This design comes from an exercise in tuning for small area on the open sky130 flow, not from production work. The RTL was checked by simulation tests, not by an equivalence proof against the original design. No activity file was given, so power comes from the tool's default toggle rates.

## mips_single_cycle
module mips_single_cycle (rst, clk, inst_adr, inst, data_adr, data_in, data_out, mem_read, mem_write);
  input rst, clk;
  output [31:0] inst_adr;
  input  [31:0] inst;
  output [31:0] data_adr;
  input  [31:0] data_in;
  output [31:0] data_out;
  output mem_read, mem_write;
  wire [5:0] op = inst[31:26];
  wire [5:0] fn = inst[5:0];
  wire [4:0] rs = inst[25:21];
  wire [4:0] rt = inst[20:16];
  wire [4:0] rd = inst[15:11];
  wire [31:0] se = {{16{inst[15]}}, inst[15:0]};
  wire is_r    = (op == 6'b000000);
  wire is_lw   = (op == 6'b100011);
  wire is_sw   = (op == 6'b101011);
  wire is_beq  = (op == 6'b000100);
  wire is_addi = (op == 6'b001001);
  wire is_slti = (op == 6'b001010);
  wire is_j    = (op == 6'b000010);
  wire is_jal  = (op == 6'b000011);
  wire is_jr   = (op == 6'b000110);
  wire f_add = (fn == 6'b100000);
  wire f_sub = (fn == 6'b100011);
  wire f_or  = (fn == 6'b100101);
  wire f_slt = (fn == 6'b101010);
  wire do_sub   = is_beq | is_slti | (is_r & (f_sub | f_slt));
  wire do_slt   = is_slti | (is_r & f_slt);
  wire logic_op = is_r & ~(f_add | f_sub | f_slt);
  wire do_or    = f_or;
  wire alu_src  = ~(is_r | is_beq);
  reg  [31:0] pc;
  wire [31:0] a, b_reg;
  wire [31:0] alu_y_n, sum;
  wire eq;
  alu ALU (.a(a), .b(alu_src ? se : b_reg), .sub(do_sub), .logic_op(logic_op),
           .do_or(do_or), .do_slt(do_slt), .y_n(alu_y_n), .sum(sum), .eq(eq));
  wire [31:0] pc4, btgt;
  shl2 NPC (.pc(pc), .imm(inst[15:0]), .pc4(pc4), .btgt(btgt));
  always @(posedge clk)
    if (rst) pc <= 32'd0;
    else if (is_j) pc <= {pc4[31:28], inst[25:0], 2'b00};
    else if (is_jal | is_jr) pc <= se;
    else if (is_beq & eq) pc <= btgt;
    else pc <= pc4;
  wire reg_write = is_r | is_lw | is_addi | is_slti | is_jal;
  wire [4:0] wr_reg = is_jal ? 5'd31 : is_r ? rd : rt;
  wire [31:0] wr_data_n = rst ? 32'hffffffff : is_jal ? ~pc4 : is_lw ? ~data_in : alu_y_n;
  wire [31:0] wr_data;
  genvar k;
  generate
    for (k = 0; k < 32; k = k + 1) begin : wd
      inv_cell I (.a(wr_data_n[k]), .y(wr_data[k]));
    end
  endgenerate
  ...
For scale: about 3,000 cells after synthesis, about 1,000 flip-flops, ~160 I/O pins, ~46,000 um^2 of cells after synthesis.
Settings: LEC_CHECK=0, CAP_MARGIN=5, CELL_PAD_IN_SITES_DETAIL_PLACEMENT=1, CORE_MARGIN=2, CORE_UTILIZATION=45, PLACE_DENSITY=0.5, SETUP_SLACK_MARGIN=0.0, SLEW_MARGIN=5, SYNTH_HIERARCHICAL=1; clock period 10.0 ns.
standard.sh (not shown) runs the stock make flow with config.mk's settings and CLKGATE_MAP_FILE= SYNTH_SCRIPT=/design/flow/synth_recipe.tcl, a recipe that flattens the netlist after the stock synthesis.
==> flow/flow/run.sh <==
#!/bin/bash
set -euo pipefail
export BUFFER_PORTS_ARGS="-buffer_cell sky130_fd_sc_hd__buf_1"
export CTS_ARGS="-sink_clustering_enable -repair_clock_nets -dont_use_dummy_load -buf_list {sky130_fd_sc_hd__clkbuf_16} -sink_clustering_size 26 -sink_clustering_max_diameter 100 -root_buf sky130_fd_sc_hd__clkbuf_8 -tree_buf sky130_fd_sc_hd__clkbuf_8"
export FASTROUTE_TCL="$(pwd)/flow/fastroute.tcl"
bash standard.sh > standard.log 2>&1
==> flow/flow/fastroute.tcl <==
# Global routing layers: reserve more of met1/met2 for pin access so that
# the global router moves long wires up to met3/met4.
set_global_routing_layer_adjustment met1 0.6
set_global_routing_layer_adjustment met2 0.4
set_global_routing_layer_adjustment met3 0.2
set_global_routing_layer_adjustment met4 0.2
set_global_routing_layer_adjustment met5 0.2
set_routing_layers -clock met3-met5
set_routing_layers -signal met1-met5
The baseline ran to the end with no violations.
==> next run, changes <==
==> flow/flow/run.sh (replaced) <==
#!/bin/bash
set -euo pipefail
export BUFFER_PORTS_ARGS="-buffer_cell sky130_fd_sc_hd__buf_1"
export CTS_ARGS="-sink_clustering_enable -repair_clock_nets -dont_use_dummy_load -buf_list {sky130_fd_sc_hd__clkbuf_16} -sink_clustering_size 24 -sink_clustering_max_diameter 100 -root_buf sky130_fd_sc_hd__clkbuf_8 -tree_buf sky130_fd_sc_hd__clkbuf_8"
export FASTROUTE_TCL="$(pwd)/flow/fastroute.tcl"
bash standard.sh > standard.log 2>&1
The changed run ran to the end with no violations.
Final area hardly moves.
Register-to-register slack barely changes.
Power barely changes.
Die area stays the same.
Wire length barely changes.
Hold slack barely changes.
==> next run, changes <==
==> flow/flow/run.sh (replaced) <==
#!/bin/bash
set -euo pipefail
export BUFFER_PORTS_ARGS="-buffer_cell sky130_fd_sc_hd__buf_1"
export CTS_ARGS="-sink_clustering_enable -repair_clock_nets -dont_use_dummy_load -buf_list {sky130_fd_sc_hd__clkbuf_16} -sink_clustering_size 28 -sink_clustering_max_diameter 100 -root_buf sky130_fd_sc_hd__clkbuf_8 -tree_buf sky130_fd_sc_hd__clkbuf_8"
export FASTROUTE_TCL="$(pwd)/flow/fastroute.tcl"
bash standard.sh > standard.log 2>&1
The changed run produced a clean layout.
Total power went down by 0.98%.
Combinational power barely changes.
Critical path depth is unchanged.
Wire length barely changes.
Final area barely changes.
Worst setup slack got worse by 0.074 ns.
==> next run, changes <==
==> flow/flow/run.sh (replaced) <==
#!/bin/bash
set -euo pipefail
export BUFFER_PORTS_ARGS="-buffer_cell sky130_fd_sc_hd__buf_1"
export CTS_ARGS="-sink_clustering_enable -repair_clock_nets -dont_use_dummy_load -buf_list {sky130_fd_sc_hd__clkbuf_16} -sink_clustering_size 24 -sink_clustering_max_diameter 100"
export FASTROUTE_TCL="$(pwd)/flow/fastroute.tcl"
bash standard.sh > standard.log 2>&1
=> The new run produced a clean layout; via count stays flat; count of clock-buffer cells in the layout rose by 5; worst setup slack is about the same; final area rose by 0.35%; routed wire length is about the same.
==> next run, changes <==
==> flow/flow/run.sh (replaced) <==
#!/bin/bash
set -euo pipefail
export BUFFER_PORTS_ARGS="-buffer_cell sky130_fd_sc_hd__buf_2"
export CTS_ARGS="-sink_clustering_enable -repair_clock_nets -dont_use_dummy_load -buf_list {sky130_fd_sc_hd__clkbuf_16} -sink_clustering_size 24 -sink_clustering_max_diameter 100"
export FASTROUTE_TCL="$(pwd)/flow/fastroute.tcl"
bash standard.sh > standard.log 2>&1
Outcome: Area after synthesis stays the same. Sequential share of layout area came out lower by 0.12 points. Hold slack got worse by 0.019 ns. Setup slack improved by 0.15 ns. First-iteration DRC count came out lower by about 1.8%. Wire length came out lower by 0.34%. Clock skew came out lower by 0.042 ns.

what the ideal ports hide:
In the flow no input, the clock included, has a driving cell. The finished layouts below were timed again as built, in two steps. Step 1: set_driving_cell puts a clkbuf_16 on clk and a buf_2 on each other input, an assumption about the parent block. Step 2, shift: input delay + t, output delay - t, t = (earliest + latest rising clock arrival at the registers) / 2. This alone moves slack from input paths to output paths. Slacks: ideal ports / drivers / drivers and shift; pairs: ideal ports / drivers.
run	shift t [ns]	setup WS [ns]	worst hold slack (ns)	worst setup path at the end	worst data-port slew with drivers (ns)
the first run	0.914	0.132 / 0.104 / -0.186	0.602 / 0.602 / 0.602	input to register	0.06
the second run	0.915	0.288 / 0.259 / -0.206	0.601 / 0.601 / 0.601	input to register	0.06
the third run	0.876	0.215 / 0.186 / -0.184	0.600 / 0.600 / 0.600	input to register	0.06
the fourth run	0.752	0.214 / 0.187 / -0.167	0.600 / 0.600 / 0.600	input to register	0.06
the fifth run	0.738	0.364 / 0.340 / -0.196	0.581 / 0.581 / 0.581	input to register	0.07
With both steps, setup timing fails in every run listed, where it was met with ideal ports. The setup slack of the fifth run, which loses most, moves by -0.024 ns with the drivers and by -0.560 ns with both steps.
